Source: an optimization exercise on an open RTL-to-GDS flow (aim: small area, a short achievable clock period and few clock cycles per item). Production flows keep margins and buffers that such runs may drop.
RTL that was checked went through simulation tests only; none was proved equivalent to the original.

==> branch amber: inputs <==
## fsm
module fsm#(parameter max_size = 16, parameter bit_size = 16)
(
    input [bit_size-1:0] n,
    input [bit_size-1:0] dataIn,
    input R_I,
    input reset,
    input clk,
    output [bit_size * max_size - 1: 0] dataOut,
    output reg R_O
    );
reg [bit_size-1:0] c [0:max_size-1];
reg [4:0] rem;           
reg [bit_size-1:0] w;    
reg wv;                  
reg clr;                 
wire last = (rem == 5'd0);
wire take = R_I & ~last;
always @(posedge clk) begin
    w <= dataIn;
    clr <= reset;
    if (reset) begin
        rem <= n[4:0];
        wv <= 1'b0;
        R_O <= 1'b0;
    end else begin
        if (take)
            rem <= rem - 5'd1;
        wv <= take;
        R_O <= R_O | (wv & last);
    end
end
wire e = wv;
wire [bit_size-1:0] wn = ~w;
wire [max_size:0] gt;
assign gt[0] = 1'b0;
genvar k;
generate
    for (k = 0; k < max_size; k = k + 1) begin : g_row
        sort_gt u_gt (.an(wn), .b(c[k]), .gt(gt[k+1]));
        wire sh = e & gt[k];
        wire ld = e & gt[k+1] & ~gt[k];
        wire kp = ~clr & ~(e & gt[k+1]);
        wire [bit_size-1:0] d;
        if (k == 0) begin : g_top
            sort_sel0 u_sel (.ld(ld), .kp(kp), .din(w), .cur(c[k]), .d(d));
        end else begin : g_rest
            sort_sel u_sel (.sh(sh), .ld(ld), .kp(kp), .prev(c[k-1]), .din(w), .cur(c[k]), .d(d));
        end
        always @(posedge clk)
            c[k] <= d;
        assign dataOut[k*bit_size +: bit_size] = c[k];
    end
endgenerate
endmodule
==> module fsm, before the edit <==
module fsm#(parameter max_size = 16, parameter bit_size = 16)
(
    input [bit_size-1:0] n,
    input [bit_size-1:0] dataIn,
    input R_I,
    input reset,
    input clk,
    output [bit_size * max_size - 1: 0] dataOut,
    output reg R_O
    );
reg [bit_size-1:0] c [0:max_size-1];
reg [4:0] rem;           
reg [bit_size-1:0] w;    
reg wv;                  
reg clr;                 
wire last = (rem == 5'd0);
wire take = R_I & ~last;
always @(posedge clk) begin
    w <= dataIn;
    clr <= reset;
    if (reset) begin
        rem <= n[4:0];
        wv <= 1'b0;
        R_O <= 1'b0;
    end else begin
        if (take)
            rem <= rem - 5'd1;
        wv <= take;
        R_O <= R_O | (wv & last);
    end
end
wire e = wv;
wire [bit_size-1:0] wn = ~w;
wire [max_size:0] gt;
assign gt[0] = 1'b0;
genvar k;
generate
    for (k = 0; k < max_size; k = k + 1) begin : g_row
        sort_gt u_gt (.an(wn), .b(c[k]), .gt(gt[k+1]));
        wire sh = e & gt[k];
        wire ld = e & gt[k+1] & ~gt[k];
        wire kp = ~clr & ~(e & gt[k+1]);
        wire [bit_size-1:0] d;
        if (k == 0) begin : g_top
            sort_sel0 u_sel (.ld(ld), .kp(kp), .din(w), .cur(c[k]), .d(d));
        end else begin : g_rest
            sort_sel u_sel (.sh(sh), .ld(ld), .kp(kp), .prev(c[k-1]), .din(w), .cur(c[k]), .d(d));
        end
        always @(posedge clk)
            c[k] <= d;
        assign dataOut[k*bit_size +: bit_size] = c[k];
    end
endgenerate
endmodule
==> module sort_gt, before the edit <==
module sort_gt
(
    input [15:0] an,
    input [15:0] b,
    output gt
    );
wire [15:0] g = ~(an | b);
wire [15:0] p = ~(an & b);
wire [7:0] g1, p1;
wire [3:0] g2, p2;
wire [1:0] g3, p3;
genvar i;
generate
    for (i = 0; i < 8; i = i + 1) begin : l1
        assign g1[i] = g[2*i+1] | p[2*i+1] & g[2*i];
        assign p1[i] = p[2*i+1] & p[2*i];
    end
    for (i = 0; i < 4; i = i + 1) begin : l2
        assign g2[i] = g1[2*i+1] | p1[2*i+1] & g1[2*i];
        assign p2[i] = p1[2*i+1] & p1[2*i];
    end
    for (i = 0; i < 2; i = i + 1) begin : l3
        assign g3[i] = g2[2*i+1] | p2[2*i+1] & g2[2*i];
        assign p3[i] = p2[2*i+1] & p2[2*i];
    end
endgenerate
assign gt = g3[1] | p3[1] & g3[0];
endmodule
==> module sort_sel0, before the edit <==
module sort_sel0
(
    input ld,
    input kp,
    input [15:0] din,
    input [15:0] cur,
    output [15:0] d
    );
assign d = ({16{ld}} & din) | ({16{kp}} & cur);
endmodule
Settings: LEC_CHECK=0, CAP_MARGIN=20, CORE_MARGIN=2, CORE_UTILIZATION=50, SLEW_MARGIN=20, SYNTH_HIERARCHICAL=1; clock period 10.0 ns.
standard.sh (not shown) runs the stock make flow with config.mk's settings and CLKGATE_MAP_FILE= SYNTH_SCRIPT=/design/flow/synth_recipe.tcl, a recipe that flattens the netlist after the stock synthesis.
==> flow/flow/run.sh <==
#!/bin/bash
set -euo pipefail
ARGS=()
while IFS= read -r line; do
  [[ -n "$line" && "$line" != \#* ]] && ARGS+=("$line")
done < flow/args.txt
bash standard.sh "${ARGS[@]}" finish > standard.log 2>&1
==> flow/flow/args.txt <==
BUFFER_PORTS_ARGS=-buffer_cell sky130_fd_sc_hd__buf_1
SETUP_SLACK_MARGIN=6.85
CTS_CLUSTER_SIZE=30
CTS_CLUSTER_DIAMETER=150
==> branch umber (differences from branch amber) <==
--- a/flow/design.v
+++ b/flow/design.v
@@ -13,3 +13,3 @@
 reg [4:0] rem;           
-reg [bit_size-1:0] w;    
+reg [bit_size-1:0] wn;   
 reg wv;                  
@@ -19,3 +19,3 @@
 always @(posedge clk) begin
-    w <= dataIn;
+    wn <= (take & ~reset) ? ~dataIn : {bit_size{1'b1}};
     clr <= reset;
@@ -32,4 +32,3 @@
 end
-wire e = wv;
-wire [bit_size-1:0] wn = ~w;
+wire [bit_size-1:0] w = ~wn;
 wire [max_size:0] gt;
@@ -40,5 +39,5 @@
         sort_gt u_gt (.an(wn), .b(c[k]), .gt(gt[k+1]));
-        wire sh = e & gt[k];
-        wire ld = e & gt[k+1] & ~gt[k];
-        wire kp = ~clr & ~(e & gt[k+1]);
+        wire sh = gt[k];
+        wire ld = gt[k+1] & ~gt[k];
+        wire kp = ~clr & ~gt[k+1];
         wire [bit_size-1:0] d;
@@ -61,23 +60,11 @@
     );
-wire [15:0] g = ~(an | b);
-wire [15:0] p = ~(an & b);
-wire [7:0] g1, p1;
-wire [3:0] g2, p2;
-wire [1:0] g3, p3;
-genvar i;
-generate
-    for (i = 0; i < 8; i = i + 1) begin : l1
-        assign g1[i] = g[2*i+1] | p[2*i+1] & g[2*i];
-        assign p1[i] = p[2*i+1] & p[2*i];
-    end
-    for (i = 0; i < 4; i = i + 1) begin : l2
-        assign g2[i] = g1[2*i+1] | p1[2*i+1] & g1[2*i];
-        assign p2[i] = p1[2*i+1] & p1[2*i];
-    end
-    for (i = 0; i < 2; i = i + 1) begin : l3
-        assign g3[i] = g2[2*i+1] | p2[2*i+1] & g2[2*i];
-        assign p3[i] = p2[2*i+1] & p2[2*i];
-    end
-endgenerate
-assign gt = g3[1] | p3[1] & g3[0];
+wire [15:0] a = ~an;
+reg cy;
+integer j;
+always @* begin
+    cy = 1'b0;
+    for (j = 0; j < 16; j = j + 1)
+        cy = (a[j] & ~b[j]) | ((a[j] | ~b[j]) & cy);
+end
+assign gt = cy;
 endmodule
==> flow/flow/args.txt (replaced) <==
BUFFER_PORTS_ARGS=-buffer_cell sky130_fd_sc_hd__buf_1
SETUP_SLACK_MARGIN=6.85
--- a/flow/config.mk
+++ b/flow/config.mk
@@ -10,2 +10,4 @@
 export CORE_UTILIZATION = 50
+export CTS_CLUSTER_DIAMETER = 100
+export CTS_CLUSTER_SIZE = 20
 export SLEW_MARGIN = 20
==> branch willow (differences from branch amber) <==
--- a/flow/design.v
+++ b/flow/design.v
@@ -43,8 +43,5 @@
         wire kp = ~clr & ~(e & gt[k+1]);
+        wire [bit_size-1:0] prev = (k == 0) ? {bit_size{1'b0}} : c[(k == 0) ? 0 : k-1];
         wire [bit_size-1:0] d;
-        if (k == 0) begin : g_top
-            sort_sel0 u_sel (.ld(ld), .kp(kp), .din(w), .cur(c[k]), .d(d));
-        end else begin : g_rest
-            sort_sel u_sel (.sh(sh), .ld(ld), .kp(kp), .prev(c[k-1]), .din(w), .cur(c[k]), .d(d));
-        end
+        sort_sel u_sel (.sh(sh), .ld(ld), .kp(kp), .prev(prev), .din(w), .cur(c[k]), .d(d));
         always @(posedge clk)
@@ -95,11 +92 @@
 endmodule
-module sort_sel0
-(
-    input ld,
-    input kp,
-    input [15:0] din,
-    input [15:0] cur,
-    output [15:0] d
-    );
-assign d = ({16{ld}} & din) | ({16{kp}} & cur);
-endmodule
==> flow/flow/run.sh (replaced) <==
#!/bin/bash
set -euo pipefail
bash standard.sh \
  "BUFFER_PORTS_ARGS=-buffer_cell sky130_fd_sc_hd__buf_1" \
  SETUP_SLACK_MARGIN=6.85 \
  finish > standard.log 2>&1
--- a/flow/config.mk
+++ b/flow/config.mk
@@ -9,3 +9,3 @@
 export CORE_MARGIN = 2
-export CORE_UTILIZATION = 50
+export CORE_UTILIZATION = 60
 export SLEW_MARGIN = 20
removed: flow/flow/args.txt
==> comparison table <==
Final core utilization: branch umber 58.53%; branch amber 61.18%; branch willow 76.43%
Worst hold slack after final layout: branch umber 0.4821 ns; branch amber 0.5089 ns; branch willow 0.4902 ns
Run status: branch umber no timing/DRC/antenna violations; branch amber no timing/DRC/antenna violations; branch willow no timing/DRC/antenna violations
Post-synthesis xor/xnor area fraction: branch umber 0.1955%; branch amber 0.1952%; branch willow 0.1944%
Mux contribution to synthesized area: branch umber 0.1676%; branch amber 0.1673%; branch willow 0.1666%
Vias/cell: branch umber 7.038; branch amber 6.834; branch willow 7.144
Post-Place Worst Slack: branch umber 6.430 ns; branch amber 5.569 ns; branch willow 5.228 ns
GRT Total Usage: branch umber 34.57%; branch amber 34.97%; branch willow 40.11%
DP Area: branch umber 14570 um^2; branch amber 14690 um^2; branch willow 14760 um^2
Switching part of the total: branch umber 48.08%; branch amber 29.11%; branch willow 28.14%
Proportion of synthesized chip area in sequential cells: branch umber 42.09%; branch amber 42.01%; branch willow 41.84%
FF/Latch Area: branch umber 5887 um^2; branch amber 5914 um^2; branch willow 5968 um^2
Average wire per cell in the routed design: branch umber 25.34 um; branch amber 24.58 um; branch willow 23.87 um
Synthesized instance count: branch umber 1458; branch amber 1458; branch willow 1474
Register-to-register setup slack: branch umber 7.04 ns; branch amber 6.93 ns; branch willow 6.94 ns
Fin crit share: branch umber 31.34%; branch amber 31.41%; branch willow 31.35%
Final GP Congestion: branch umber 0.8375; branch amber 0.8651; branch willow 0.9263
Count of vias placed by the detailed router: branch umber 14530; branch amber 14740; branch willow 15270
Testbench counts of branch umber, summed over its fixed seeds: cycles 8,032, items 6,496.
Testbench counts of branch willow, summed over its fixed seeds: cycles 8,032, items 6,496.
The RTL of branch amber was laid out without a check of its function.

## re-timing with driven ports
In the flow no input, the clock included, has a driving cell. The finished layouts below were timed again as built, in two steps.
Step 1 (the two cells are an assumption about what drives the block):
set clk [get_ports {clk}]
set_driving_cell -lib_cell sky130_fd_sc_hd__clkbuf_16 $clk
set_driving_cell -lib_cell sky130_fd_sc_hd__buf_2 [delete_from_list [all_inputs] $clk]
Step 2 also shifts input and output timing later by t, the mid clock arrival at the registers, as if the neighbouring blocks saw the same clock.
a / b / c = ideal ports / drivers / drivers and shift; a / b = the first two.
run	t (ns)	setup WS [ns]	hold WS [ns]	worst setup path after step 2	slew at the worst register clock pin (ns)
branch amber	0.550	6.859 / 6.810 / 6.932	0.509 / 0.509 / 0.509	register to register	0.12 / 0.12
branch umber	0.554	6.866 / 6.816 / 6.810	0.482 / 0.482 / 0.482	input to register	0.09 / 0.09
branch willow	0.596	6.865 / 6.815 / 6.944	0.490 / 0.490 / 0.490	register to register	0.06 / 0.06
After both steps setup and hold are still met in every run listed. For branch umber, which loses most, drivers alone change the setup slack by -0.050 ns; drivers and shift together by -0.056 ns.
